Context: an optimization exercise on an open-source flow, tuned for small area. The choices shown serve that exercise and are no tape-out recipe. The RTL was checked by simulation tests, not by an equivalence proof against the original design. The clock port is modelled as an ideal driver, which makes a skipped or thinned clock tree look cheaper than it is; a real chip needs a root buffer or a tree. Power and IR drop assume default switching activity.

==> inputs of trial 21 <==
Design main, start of the top module:
module main(
    input CLOCK,
    input rst,
    input [15:0] sw,
    input btnC, btnU, btnD, btnR, btnL,
    output [3:0] an,
    output [6:0] seg,
    output dp,
    output [15:0] led
    );
    assign dp = 1;
    reg [12:0] v;
    wire [12:0] vn = v + 1'b1;
    wire ft = &v[2:0];    
    wire bt = &v[4:0];    
    wire mt = &v[8:0];    
    wire st = &v[11:0];   
    wire xt = &v[12:0];   
    always @(posedge CLOCK)
        v <= rst ? 13'h1fff : vn;
    reg [4:0] q0, q1;
    always @(posedge CLOCK) begin
        if (rst) q0 <= 5'b0;
        else if (bt) q0 <= {btnL, btnR, btnD, btnU, btnC};
        if (bt) q1 <= q0;
    end
    wire [4:0] pul = q0 & ~q1;
    wire pC = pul[0], pU = pul[1], pD = pul[2], pR = pul[3], pL = pul[4];
    wire E = (sw == 16'h001f);
    reg seen;
    always @(posedge CLOCK)
        seen <= rst ? 1'b0 : (seen | E);
    wire a_done = E | seen;
    reg p;
    reg [1:0] l;
    wire LOA = ~(p & (l == 2'd0));
    reg [3:0] cnt;
    reg quar, rq;
    wire inc = st & (LOA ? quar : a_done);
    wire c15 = (cnt == 4'd15);
    wire dtick = LOA & (p ? ft : xt);
    always @(posedge CLOCK) begin
        if (rst) begin
            p <= 1'b1;
            l <= 2'd0;
        end else if (inc & c15 & ~LOA) begin
            p <= 1'b0;
        end else if (dtick) begin
            p <= p | (l == 2'd3);
            l <= (l == 2'd3) ? 2'd1 : l + 1'b1;
        end
    end
    always @(posedge CLOCK) begin
        if (rst) cnt <= 4'd0;
        else if (inc) cnt <= cnt + 1'b1;
        if (rst) quar <= 1'b0;
        else if (bt) quar <= ~rq & (quar | (LOA & pC));
        if (rst) rq <= 1'b0;
        else if (st) rq <= quar & (c15 | rq);
    end
    reg [1:0] ptr, j;
    reg t;
    always @(posedge CLOCK) begin
        if (rst) ptr <= 2'd0;
        else if (bt) begin
            if (rq) ptr <= 2'd0;
  ...
==> module main, before the edit <==
module main(
    input CLOCK,
    input rst,
    input [15:0] sw,
    input btnC, btnU, btnD, btnR, btnL,
    output [3:0] an,
    output [6:0] seg,
    output dp,
    output [15:0] led
    );
    assign dp = 1;
    reg [12:0] v;
    wire [12:0] vn = v + 1'b1;
    wire ft = &v[2:0];    
    wire bt = &v[4:0];    
    wire mt = &v[8:0];    
    wire st = &v[11:0];   
    wire xt = &v[12:0];   
    always @(posedge CLOCK)
        v <= rst ? 13'h1fff : vn;
    reg [4:0] q0, q1;
    always @(posedge CLOCK) begin
        if (rst) q0 <= 5'b0;
        else if (bt) q0 <= {btnL, btnR, btnD, btnU, btnC};
        if (bt) q1 <= q0;
    end
    wire [4:0] pul = q0 & ~q1;
    wire pC = pul[0], pU = pul[1], pD = pul[2], pR = pul[3], pL = pul[4];
    wire E = (sw == 16'h001f);
    reg seen;
    always @(posedge CLOCK)
        seen <= rst ? 1'b0 : (seen | E);
    wire a_done = E | seen;
    reg p;
    reg [1:0] l;
    wire LOA = ~(p & (l == 2'd0));
    reg [3:0] cnt;
    reg quar, rq;
    wire inc = st & (LOA ? quar : a_done);
    wire c15 = (cnt == 4'd15);
    wire dtick = LOA & (p ? ft : xt);
    always @(posedge CLOCK) begin
        if (rst) begin
            p <= 1'b1;
            l <= 2'd0;
        end else if (inc & c15 & ~LOA) begin
            p <= 1'b0;
        end else if (dtick) begin
            p <= p | (l == 2'd3);
            l <= (l == 2'd3) ? 2'd1 : l + 1'b1;
        end
    end
    always @(posedge CLOCK) begin
        if (rst) cnt <= 4'd0;
        else if (inc) cnt <= cnt + 1'b1;
        if (rst) quar <= 1'b0;
        else if (bt) quar <= ~rq & (quar | (LOA & pC));
        if (rst) rq <= 1'b0;
        else if (st) rq <= quar & (c15 | rq);
    end
    reg [1:0] ptr, j;
    reg t;
    always @(posedge CLOCK) begin
        if (rst) ptr <= 2'd0;
        else if (bt) begin
            if (rq) ptr <= 2'd0;
            else if (pR && ptr != 2'd0) ptr <= ptr - 1'b1;
            else if (pL && ptr != 2'd3) ptr <= ptr + 1'b1;
        end
        if (rst) t <= 1'b0;
        else if (mt) t <= ~(t & (ptr == j));
        if (mt) j <= ptr;
    end
    wire m = t & (ptr == j);
    localparam [3:0] C0 = 4'd0;
    localparam [3:0] C1 = 4'd1;
    localparam [3:0] C2 = 4'd2;
    localparam [3:0] C3 = 4'd3;
    localparam [3:0] C4 = 4'd4;
    localparam [3:0] C5 = 4'd5;
    localparam [3:0] C6 = 4'd6;
    localparam [3:0] C7 = 4'd7;
    localparam [3:0] C8 = 4'd8;
    localparam [3:0] C9 = 4'd9;
    localparam [3:0] CB = 4'd10;
    localparam [3:0] CE = 4'd11;
    function [3:0] up(input [3:0] c);
        reg [15:0] oh;
        begin
            oh = 16'd1 << c;
            up[0] = |(oh & 16'h0555);
            up[1] = |(oh & 16'h0666);
            up[2] = |(oh & 16'h0078);
            up[3] = |(oh & 16'h0780);
        end
    endfunction
    function [3:0] dn(input [3:0] c);
        reg [15:0] oh;
        begin
            oh = 16'd1 << c;
            dn[0] = |(oh & 16'h0554);
            dn[1] = |(oh & 16'h0199);
            dn[2] = |(oh & 16'h01e0);
            dn[3] = |(oh & 16'h0601);
        end
    endfunction
    function [3:0] letter(input [1:0] k);
        case (k)
        2'd0: letter = 4'd12;
        2'd1: letter = 4'd13;
        2'd2: letter = 4'd14;
        2'd3: letter = 4'd15;
        endcase
    endfunction
    reg [15:0] ch, sq, sn;
    wire [3:0] csel = ch[4*ptr +: 4];
    wire [3:0] cup = up(csel), cdn = dn(csel);
    wire pud = pU | pD;
    wire [3:0] nsel = pU ? cup : cdn;
    genvar i;
    generate for (i = 0; i < 4; i = i + 1) begin : dg
        wire [3:0] c = ch[4*i +: 4];
        wire sel = (ptr == i);
        wire ce = (c == CE);
        always @(posedge CLOCK) begin
            if (rst | (bt & rq)) ch[4*i +: 4] <= CB;
            else if (bt & (ce | (sel & pud))) ch[4*i +: 4] <= (sel & pud) ? nsel : C0;
            if (bt & ~rq & ~ce)
                sq[4*i +: 4] <= (sel & m) ? CE : c;
            if (bt) sn[4*i +: 4] <= sq[4*i +: 4];
        end
    end endgenerate
    wire pass = (sq[15:12] == C9) & (sq[11:8] == C2) &
                (sq[7:4] == C8) & (sq[3:0] == C6);
    reg quartz, alldone;
    always @(posedge CLOCK) begin
        if (rst) begin
            quartz <= 1'b0;
            alldone <= 1'b0;
        end else if (bt) begin
            quartz <= quartz | (pass & pC);
            alldone <= alldone | quartz;
        end
    end
    reg [3:0] disp;
    wire [1:0] k = vn[4:3];
    wire [3:0] lk = letter(k);
    always @(posedge CLOCK)
        if (ft) disp <= alldone ? lk : sn[4*k +: 4];
    wire [15:0] dsel = 16'd1 << disp;
    wire [6:0] seg_e;
    assign seg_e[0] = |(dsel & 16'he812);
    assign seg_e[1] = |(dsel & 16'h6c60);
    assign seg_e[2] = |(dsel & 16'hec04);
    assign seg_e[3] = |(dsel & 16'h7892);
    assign seg_e[4] = |(dsel & 16'h8eba);
    assign seg_e[5] = |(dsel & 16'h2c8e);
    assign seg_e[6] = |(dsel & 16'hc883);
    wire [3:0] an_e = ~(4'b0001 << v[4:3]);
    reg [3:0] an_d;
    reg [6:0] seg_d;
    always @(*) begin
        case (l)
        2'd0: begin an_d = 4'b0000; seg_d = 7'b1110110; end
        2'd1: begin an_d = 4'b1011; seg_d = 7'b1000111; end
        2'd2: begin an_d = 4'b1101; seg_d = 7'b1000000; end
        default: begin an_d = 4'b1110; seg_d = 7'b0001000; end
        endcase
    end
    wire showE = alldone | (LOA & (cnt != 4'd0));
    assign an = showE ? an_e : (a_done ? an_d : 4'hf);
    assign seg = showE ? seg_e : (a_done ? seg_d : 7'h7f);
    genvar b;
    generate for (b = 0; b < 16; b = b + 1) begin : lg
        assign led[b] = ~alldone & (cnt != 4'd0) & ({1'b0, cnt} <= 5'd15 - b);
    end endgenerate
endmodule
==> flow/config.mk <==
export PLATFORM = sky130hd
export DESIGN_NAME = main
export DESIGN_NICKNAME = main
export VERILOG_FILES = /design/flow/design.v
export SDC_FILE = /design/flow/constraint.sdc
export NUM_CORES = 4
export LEC_CHECK = 0
export CAP_MARGIN = 20
export CORE_MARGIN = 2
export CORE_UTILIZATION = 40
export PLACE_DENSITY = 0.6
export SLEW_MARGIN = 20
==> flow/constraint.sdc <==
create_clock -name core_clock -period 10.0 [get_ports {CLOCK}]
set_input_delay 2.0000 -clock core_clock [delete_from_list [all_inputs] [get_ports {CLOCK}]]
set_output_delay 2.0000 -clock core_clock [all_outputs]
set_load 0.01 [all_outputs]
standard.sh (not shown) runs the stock make flow with config.mk's settings and CLKGATE_MAP_FILE= SYNTH_SCRIPT=/design/flow/synth_recipe.tcl, a recipe that flattens the netlist after the stock synthesis.
==> flow/flow/run.sh <==
#!/bin/bash
# Own layout flow: the standard synthesis, then the combinational logic
# between the (unchanged) registers is re-mapped by ABC for area, then the
# standard ORFS layout with port buffers of the smallest buffer and a small
# clock tree. Each tool's output goes to a log_*.txt file in the work folder.
set -euo pipefail
W=$(pwd)
F=$W/flow
R=$W/orfs/results/$FLOW_PLATFORM/main/base
LIB=$FLOW_HOME/platforms/$FLOW_PLATFORM/lib/sky130_fd_sc_hd__tt_025C_1v80.lib

# 1. standard synthesis
bash standard.sh synth > $W/log_synth.txt 2>&1
cp $R/1_2_yosys.v $W/std_synth.v

# 2. re-map the combinational logic
DU=$(make -s -C $FLOW_HOME DESIGN_CONFIG=$W/config.mk print-DONT_USE_CELLS 2>/dev/null | sed 's/^DONT_USE_CELLS: //')
DARGS=""
for c in $DU; do DARGS="$DARGS -dont_use $c"; done
FFS=$(grep -oE "sky130_fd_sc_hd__[a-z]*df[a-z]*_[0-9]+" $W/std_synth.v | sort -u | tr '\n' ' ')
cat > $W/resynth.ys <<EOS
read_liberty -ignore_miss_func $LIB
read_verilog $W/std_synth.v
hierarchy -top $FLOW_TOP
setattr -mod -set keep_hierarchy 1 $FFS
flatten
opt -purge
abc -liberty $LIB $DARGS -script $F/area.abc
opt -purge
splitnets
opt_clean -purge
hilomap -singleton -hicell sky130_fd_sc_hd__conb_1 HI -locell sky130_fd_sc_hd__conb_1 LO
insbuf -buf sky130_fd_sc_hd__buf_1 A X
opt_clean -purge
select $FLOW_TOP
write_verilog -noattr -noexpr -nohex -nodec -selected $W/resynth.v
select -clear
tee -o $W/resynth_stat.txt stat -liberty $LIB
EOS
yosys -l $W/log_resynth.txt -s $W/resynth.ys > /dev/null 2>&1
cp $W/resynth.v $R/1_2_yosys.v
rm -f $R/1_synth.odb $R/1_synth.sdc

# 3. layout
export BUFFER_PORTS_ARGS="-buffer_cell sky130_fd_sc_hd__buf_1"
bash standard.sh place > $W/log_place.txt 2>&1
# own clock tree in place of ORFS's CTS step
R=$R OUTDIR=$R LIB=$LIB CLKPORT=CLOCK CLK_K=4 CLK_SLEW_TARGET=0.105 \
  CLKBUFS="sky130_fd_sc_hd__buf_8 sky130_fd_sc_hd__buf_12 sky130_fd_sc_hd__buf_16" \
  openroad -no_init -exit $F/cts.tcl > $W/log_cts.txt 2>&1
bash standard.sh finish > $W/log_layout.txt 2>&1
==> flow/flow/area.abc <==
strash
&get -n
&st
&deepsyn -T 20 -S 7
&dch -f
&nf -R 1000 -p
&put
Other scripts of this flow, unchanged in this note and not shown: flow/flow/cts.tcl
==> inputs of trial 68, as changes to trial 21 <==
--- a/flow/design.v
+++ b/flow/design.v
@@ -74,16 +74,16 @@
     end
     wire m = t & (ptr == j);
-    localparam [3:0] C0 = 4'd0;
-    localparam [3:0] C1 = 4'd1;
-    localparam [3:0] C2 = 4'd2;
-    localparam [3:0] C3 = 4'd3;
-    localparam [3:0] C4 = 4'd4;
-    localparam [3:0] C5 = 4'd5;
-    localparam [3:0] C6 = 4'd6;
-    localparam [3:0] C7 = 4'd7;
-    localparam [3:0] C8 = 4'd8;
-    localparam [3:0] C9 = 4'd9;
-    localparam [3:0] CB = 4'd10;
-    localparam [3:0] CE = 4'd11;
+    localparam [3:0] C0 = 4'd1;
+    localparam [3:0] C1 = 4'd2;
+    localparam [3:0] C2 = 4'd3;
+    localparam [3:0] C3 = 4'd4;
+    localparam [3:0] C4 = 4'd5;
+    localparam [3:0] C5 = 4'd6;
+    localparam [3:0] C6 = 4'd7;
+    localparam [3:0] C7 = 4'd8;
+    localparam [3:0] C8 = 4'd9;
+    localparam [3:0] C9 = 4'd10;
+    localparam [3:0] CB = 4'd11;
+    localparam [3:0] CE = 4'd0;
     function [3:0] up(input [3:0] c);
         reg [15:0] oh;
@@ -100,8 +100,8 @@
         begin
             oh = 16'd1 << c;
-            dn[0] = |(oh & 16'h0554);
-            dn[1] = |(oh & 16'h0199);
+            dn[0] = |(oh & 16'h0557);
+            dn[1] = |(oh & 16'h099a);
             dn[2] = |(oh & 16'h01e0);
-            dn[3] = |(oh & 16'h0601);
+            dn[3] = |(oh & 16'h0e02);
         end
     endfunction
@@ -114,24 +114,43 @@
         endcase
     endfunction
-    reg [15:0] ch, sq, sn;
-    wire [3:0] csel = ch[4*ptr +: 4];
+    reg [15:0] chd, sn;
+    reg pdU, pdD, pdRq, pdM;
+    reg [1:0] pdPtr;
+    always @(posedge CLOCK) begin
+        if (rst) begin
+            pdU <= 1'b0;
+            pdD <= 1'b0;
+            pdRq <= 1'b0;
+            pdM <= 1'b0;
+        end else if (bt) begin
+            pdU <= pU;
+            pdD <= pD;
+            pdRq <= rq;
+            pdM <= m;
+        end
+        if (bt) pdPtr <= ptr;
+    end
+    wire [3:0] csel = chd[4*pdPtr +: 4];
     wire [3:0] cup = up(csel), cdn = dn(csel);
-    wire pud = pU | pD;
-    wire [3:0] nsel = pU ? cup : cdn;
+    wire pud = pdU | pdD;
+    wire [3:0] nsel = pdU ? cup : cdn;
+    wire [15:0] sq;
+    wire [3:0] pd;    
     genvar i;
     generate for (i = 0; i < 4; i = i + 1) begin : dg
-        wire [3:0] c = ch[4*i +: 4];
-        wire sel = (ptr == i);
+        wire [3:0] c = chd[4*i +: 4];
+        wire sel = (pdPtr == i);
         wire ce = (c == CE);
+        wire hold = pdRq | ce;
+        wire [3:0] pc = (i == 0) ? C6 : (i == 1) ? C8 : (i == 2) ? C2 : C9;
+        assign sq[4*i +: 4] = hold ? sn[4*i +: 4] : ((sel & pdM) ? CE : c);
+        assign pd[i] = hold ? (sn[4*i +: 4] == pc) : (~(sel & pdM) & (c == pc));
         always @(posedge CLOCK) begin
-            if (rst | (bt & rq)) ch[4*i +: 4] <= CB;
-            else if (bt & (ce | (sel & pud))) ch[4*i +: 4] <= (sel & pud) ? nsel : C0;
-            if (bt & ~rq & ~ce)
-                sq[4*i +: 4] <= (sel & m) ? CE : c;
+            if (rst | (bt & pdRq)) chd[4*i +: 4] <= CB;
+            else if (bt & (ce | (sel & pud))) chd[4*i +: 4] <= (sel & pud) ? nsel : C0;
             if (bt) sn[4*i +: 4] <= sq[4*i +: 4];
         end
     end endgenerate
-    wire pass = (sq[15:12] == C9) & (sq[11:8] == C2) &
-                (sq[7:4] == C8) & (sq[3:0] == C6);
+    wire pass = &pd;
     reg quartz, alldone;
     always @(posedge CLOCK) begin
@@ -151,11 +170,11 @@
     wire [15:0] dsel = 16'd1 << disp;
     wire [6:0] seg_e;
-    assign seg_e[0] = |(dsel & 16'he812);
-    assign seg_e[1] = |(dsel & 16'h6c60);
-    assign seg_e[2] = |(dsel & 16'hec04);
-    assign seg_e[3] = |(dsel & 16'h7892);
-    assign seg_e[4] = |(dsel & 16'h8eba);
-    assign seg_e[5] = |(dsel & 16'h2c8e);
-    assign seg_e[6] = |(dsel & 16'hc883);
+    assign seg_e[0] = |(dsel & 16'he025);
+    assign seg_e[1] = |(dsel & 16'h68c1);
+    assign seg_e[2] = |(dsel & 16'he809);
+    assign seg_e[3] = |(dsel & 16'h7125);
+    assign seg_e[4] = |(dsel & 16'h8d75);
+    assign seg_e[5] = |(dsel & 16'h291d);
+    assign seg_e[6] = |(dsel & 16'hc107);
     wire [3:0] an_e = ~(4'b0001 << v[4:3]);
     reg [3:0] an_d;
--- a/flow/flow/run.sh
+++ b/flow/flow/run.sh
@@ -38,5 +38,24 @@
 tee -o $W/resynth_stat.txt stat -liberty $LIB
 EOS
-yosys -l $W/log_resynth.txt -s $W/resynth.ys > /dev/null 2>&1
+# deepsyn is a randomised search: run it with sixteen seeds (four at a time),
+# keep the smallest
+SEEDS="1 2 3 7 4 5 6 8 9 10 11 12 13 14 15 16"
+n=0
+for S in $SEEDS; do
+  sed -e "s/@SEED@/$S/" $F/area.abc > $W/area_$S.abc
+  sed -e "s#$F/area.abc#$W/area_$S.abc#; s#$W/resynth.v#$W/resynth_$S.v#; s#$W/resynth_stat.txt#$W/resynth_stat_$S.txt#" $W/resynth.ys > $W/resynth_$S.ys
+  yosys -l $W/log_resynth_$S.txt -s $W/resynth_$S.ys > /dev/null 2>&1 &
+  n=$((n + 1))
+  if (( n % 4 == 0 )); then wait; fi
+done
+wait
+best=""; besta=""
+for S in $SEEDS; do
+  a=$(grep "Chip area for top module" $W/resynth_stat_$S.txt | grep -oE "[0-9.]+$" || true)
+  echo "seed $S area $a" >> $W/log_resynth_pick.txt
+  if [[ -n "$a" ]] && { [[ -z "$besta" ]] || awk "BEGIN{exit !($a < $besta)}"; }; then best=$S; besta=$a; fi
+done
+echo "picked seed $best area $besta" >> $W/log_resynth_pick.txt
+cp $W/resynth_$best.v $W/resynth.v
 cp $W/resynth.v $R/1_2_yosys.v
 rm -f $R/1_synth.odb $R/1_synth.sdc
==> flow/flow/area.abc (replaced) <==
strash
&get -n
&st
&deepsyn -T 30 -S @SEED@
&dch -f
&nf -R 1000 -p
&put
CORE_UTILIZATION = 70   (was 40)
GPL_TIMING_DRIVEN = 0   (was not set)
PLACE_DENSITY = 0.9   (was 0.6)
==> inputs of build 59, as changes to trial 21 <==
--- a/flow/design.v
+++ b/flow/design.v
@@ -74,16 +74,16 @@
     end
     wire m = t & (ptr == j);
-    localparam [3:0] C0 = 4'd0;
-    localparam [3:0] C1 = 4'd1;
-    localparam [3:0] C2 = 4'd2;
-    localparam [3:0] C3 = 4'd3;
-    localparam [3:0] C4 = 4'd4;
-    localparam [3:0] C5 = 4'd5;
-    localparam [3:0] C6 = 4'd6;
-    localparam [3:0] C7 = 4'd7;
-    localparam [3:0] C8 = 4'd8;
-    localparam [3:0] C9 = 4'd9;
-    localparam [3:0] CB = 4'd10;
-    localparam [3:0] CE = 4'd11;
+    localparam [3:0] C0 = 4'd2;
+    localparam [3:0] C1 = 4'd3;
+    localparam [3:0] C2 = 4'd4;
+    localparam [3:0] C3 = 4'd5;
+    localparam [3:0] C4 = 4'd6;
+    localparam [3:0] C5 = 4'd7;
+    localparam [3:0] C6 = 4'd8;
+    localparam [3:0] C7 = 4'd9;
+    localparam [3:0] C8 = 4'd10;
+    localparam [3:0] C9 = 4'd11;
+    localparam [3:0] CB = 4'd0;
+    localparam [3:0] CE = 4'd1;
     function [3:0] up(input [3:0] c);
         reg [15:0] oh;
@@ -100,8 +100,8 @@
         begin
             oh = 16'd1 << c;
-            dn[0] = |(oh & 16'h0554);
-            dn[1] = |(oh & 16'h0199);
+            dn[0] = |(oh & 16'h0551);
+            dn[1] = |(oh & 16'h099b);
             dn[2] = |(oh & 16'h01e0);
-            dn[3] = |(oh & 16'h0601);
+            dn[3] = |(oh & 16'h0e01);
         end
     endfunction
@@ -114,24 +114,43 @@
         endcase
     endfunction
-    reg [15:0] ch, sq, sn;
-    wire [3:0] csel = ch[4*ptr +: 4];
+    reg [15:0] chd, sn;
+    reg pdU, pdD, pdRq, pdM;
+    reg [1:0] pdPtr;
+    always @(posedge CLOCK) begin
+        if (rst) begin
+            pdU <= 1'b0;
+            pdD <= 1'b0;
+            pdRq <= 1'b0;
+            pdM <= 1'b0;
+        end else if (bt) begin
+            pdU <= pU;
+            pdD <= pD;
+            pdRq <= rq;
+            pdM <= m;
+        end
+        if (bt) pdPtr <= ptr;
+    end
+    wire [3:0] csel = chd[4*pdPtr +: 4];
     wire [3:0] cup = up(csel), cdn = dn(csel);
-    wire pud = pU | pD;
-    wire [3:0] nsel = pU ? cup : cdn;
+    wire pud = pdU | pdD;
+    wire [3:0] nsel = pdU ? cup : cdn;
+    wire [15:0] sq;
+    wire [3:0] pd;    
     genvar i;
     generate for (i = 0; i < 4; i = i + 1) begin : dg
-        wire [3:0] c = ch[4*i +: 4];
-        wire sel = (ptr == i);
+        wire [3:0] c = chd[4*i +: 4];
+        wire sel = (pdPtr == i);
         wire ce = (c == CE);
+        wire hold = pdRq | ce;
+        wire [3:0] pc = (i == 0) ? C6 : (i == 1) ? C8 : (i == 2) ? C2 : C9;
+        assign sq[4*i +: 4] = hold ? sn[4*i +: 4] : ((sel & pdM) ? CE : c);
+        assign pd[i] = hold ? (sn[4*i +: 4] == pc) : (~(sel & pdM) & (c == pc));
         always @(posedge CLOCK) begin
-            if (rst | (bt & rq)) ch[4*i +: 4] <= CB;
-            else if (bt & (ce | (sel & pud))) ch[4*i +: 4] <= (sel & pud) ? nsel : C0;
-            if (bt & ~rq & ~ce)
-                sq[4*i +: 4] <= (sel & m) ? CE : c;
+            if (rst | (bt & pdRq)) chd[4*i +: 4] <= CB;
+            else if (bt & (ce | (sel & pud))) chd[4*i +: 4] <= (sel & pud) ? nsel : C0;
             if (bt) sn[4*i +: 4] <= sq[4*i +: 4];
         end
     end endgenerate
-    wire pass = (sq[15:12] == C9) & (sq[11:8] == C2) &
-                (sq[7:4] == C8) & (sq[3:0] == C6);
+    wire pass = &pd;
     reg quartz, alldone;
     always @(posedge CLOCK) begin
@@ -151,11 +170,11 @@
     wire [15:0] dsel = 16'd1 << disp;
     wire [6:0] seg_e;
-    assign seg_e[0] = |(dsel & 16'he812);
-    assign seg_e[1] = |(dsel & 16'h6c60);
-    assign seg_e[2] = |(dsel & 16'hec04);
-    assign seg_e[3] = |(dsel & 16'h7892);
-    assign seg_e[4] = |(dsel & 16'h8eba);
-    assign seg_e[5] = |(dsel & 16'h2c8e);
-    assign seg_e[6] = |(dsel & 16'hc883);
+    assign seg_e[0] = |(dsel & 16'he04a);
+    assign seg_e[1] = |(dsel & 16'h6183);
+    assign seg_e[2] = |(dsel & 16'he013);
+    assign seg_e[3] = |(dsel & 16'h724a);
+    assign seg_e[4] = |(dsel & 16'h8aeb);
+    assign seg_e[5] = |(dsel & 16'h223b);
+    assign seg_e[6] = |(dsel & 16'hc20e);
     wire [3:0] an_e = ~(4'b0001 << v[4:3]);
     reg [3:0] an_d;
--- a/flow/flow/run.sh
+++ b/flow/flow/run.sh
@@ -38,5 +38,19 @@
 tee -o $W/resynth_stat.txt stat -liberty $LIB
 EOS
-yosys -l $W/log_resynth.txt -s $W/resynth.ys > /dev/null 2>&1
+# deepsyn is a randomised search: run it with four seeds, keep the smallest
+for S in 1 2 3 7; do
+  sed -e "s/@SEED@/$S/" $F/area.abc > $W/area_$S.abc
+  sed -e "s#$F/area.abc#$W/area_$S.abc#; s#$W/resynth.v#$W/resynth_$S.v#; s#$W/resynth_stat.txt#$W/resynth_stat_$S.txt#" $W/resynth.ys > $W/resynth_$S.ys
+  yosys -l $W/log_resynth_$S.txt -s $W/resynth_$S.ys > /dev/null 2>&1 &
+done
+wait
+best=""; besta=""
+for S in 1 2 3 7; do
+  a=$(grep "Chip area for top module" $W/resynth_stat_$S.txt | grep -oE "[0-9.]+$" || true)
+  echo "seed $S area $a" >> $W/log_resynth_pick.txt
+  if [[ -n "$a" ]] && { [[ -z "$besta" ]] || awk "BEGIN{exit !($a < $besta)}"; }; then best=$S; besta=$a; fi
+done
+echo "picked seed $best area $besta" >> $W/log_resynth_pick.txt
+cp $W/resynth_$best.v $W/resynth.v
 cp $W/resynth.v $R/1_2_yosys.v
 rm -f $R/1_synth.odb $R/1_synth.sdc
==> flow/flow/area.abc (replaced) <==
strash
&get -n
&st
&deepsyn -T 30 -S @SEED@
&dch -f
&nf -R 1000 -p
&put
CORE_UTILIZATION = 70   (was 40)
PLACE_DENSITY = 0.9   (was 0.6)
==> notes <==
Trial 21 went through all stages and came out clean. Build 59 completed without violations. Trial 68 completed without violations. Setup slack: build 59 > trial 21 > trial 68. Against build 59, the global-route usage of trial 21 is lower by 13 points. Via count, lowest first: trial 21, trial 68, build 59. In trial 68 the clock power is lower than in trial 21, by 15%. Between build 59 and trial 21, the lower wire length is in trial 21 (gap 0.59%, measured against trial 21). Total power, lowest first: trial 68, trial 21, build 59. Of build 59 and trial 21, trial 21 has the higher final area (gap about 8%, measured against trial 21). The lowest sequential share of layout area belongs to build 59, the highest to trial 21. In build 59 the flip-flop and latch count is lower than in trial 21, by 10.
==> figures <==
| item | trial 68 | trial 21 | build 59 |
|---|---|---|---|
| Result of the run | no timing/DRC/antenna violations | no timing/DRC/antenna violations | no timing/DRC/antenna violations |
| Number of multi-input combinational cells | 304 | 307 | 313 |
| Proportion of cell area occupied by multi-input gates | 0.4293 | 0.3873 | 0.4355 |
| Non-Filler Instances | 527 | 595 | 534 |
| Die Height | 77.34 um | 104.6 um | 77.70 um |
| Total vias in the final route | 3278 | 3229 | 3316 |
| Metal2 WL | 3875 um | 3886 um | 4275 um |
| Met2 Usage GRT | 0.4757 | 0.2652 | 0.5069 |
| Net count reported at finish | 482 | 487 | 489 |
| Count of filler cells inserted in the layout | 362 | 985 | 353 |
| Post-synth net total | 428 | 433 | 436 |
| Post-synthesis to final-layout area growth | 9.006% | 10.72% | 8.884% |
| Num sequential | 82 | 92 | 82 |
| Number of iterations in the first detailed-routing pass | 5 | 4 | 5 |
| Total combinational power | 0.142 mW | 0.164 mW | 0.234 mW |
| Critical Path Fanout Max | 5 | 6 | 5 |
| Avg WL per Cell | 14.78 um | 13.68 um | 15.34 um |
| Maximum resistive drop on vdd | 0.1403 mV | 0.09735 mV | 0.1730 mV |
| Slowest-stage cell, CP | or4_1 | or4_1 | nor4b_1 |
No run of this note takes its clock network from TritonCTS; it comes from the design's own scripts or RTL.

==> re-timing with driven ports <==
How much do the figures lean on ideal ports? The routed layouts below were timed once more, with nothing changed but the port constraints.
Step 1, drivers: a clkbuf_16 drives CLOCK and a buf_2 each remaining input, both assumed.
Step 2 moves the port delays by t, midway between the first and last clock arrival at a register: inputs arrive t later, outputs are due t later. That takes back most of the time a late clock gives input paths.
a / b / c = ideal ports / drivers / drivers and shift; a / b = the first two.
| run | shift t [ns] | setup WS [ns] | worst setup path at the end | clock arrival spread, ns | worst data-port slew with drivers (ns) |
|---|---|---|---|---|---|
| trial 21 | 0.211 | 4.038 / 4.018 / 4.018 | input to output | 0.008 / 0.008 | 0.04 |
| trial 68 | 0.200 | 4.006 / 3.984 / 3.984 | input to output | 0.015 / 0.015 | 0.03 |
| build 59 | 0.199 | 4.211 / 4.191 / 4.191 | input to output | 0.011 / 0.011 | 0.03 |
After both steps every run listed still meets setup and hold. For trial 68, which loses most, drivers alone change the setup slack by -0.022 ns; drivers and shift together by -0.022 ns.
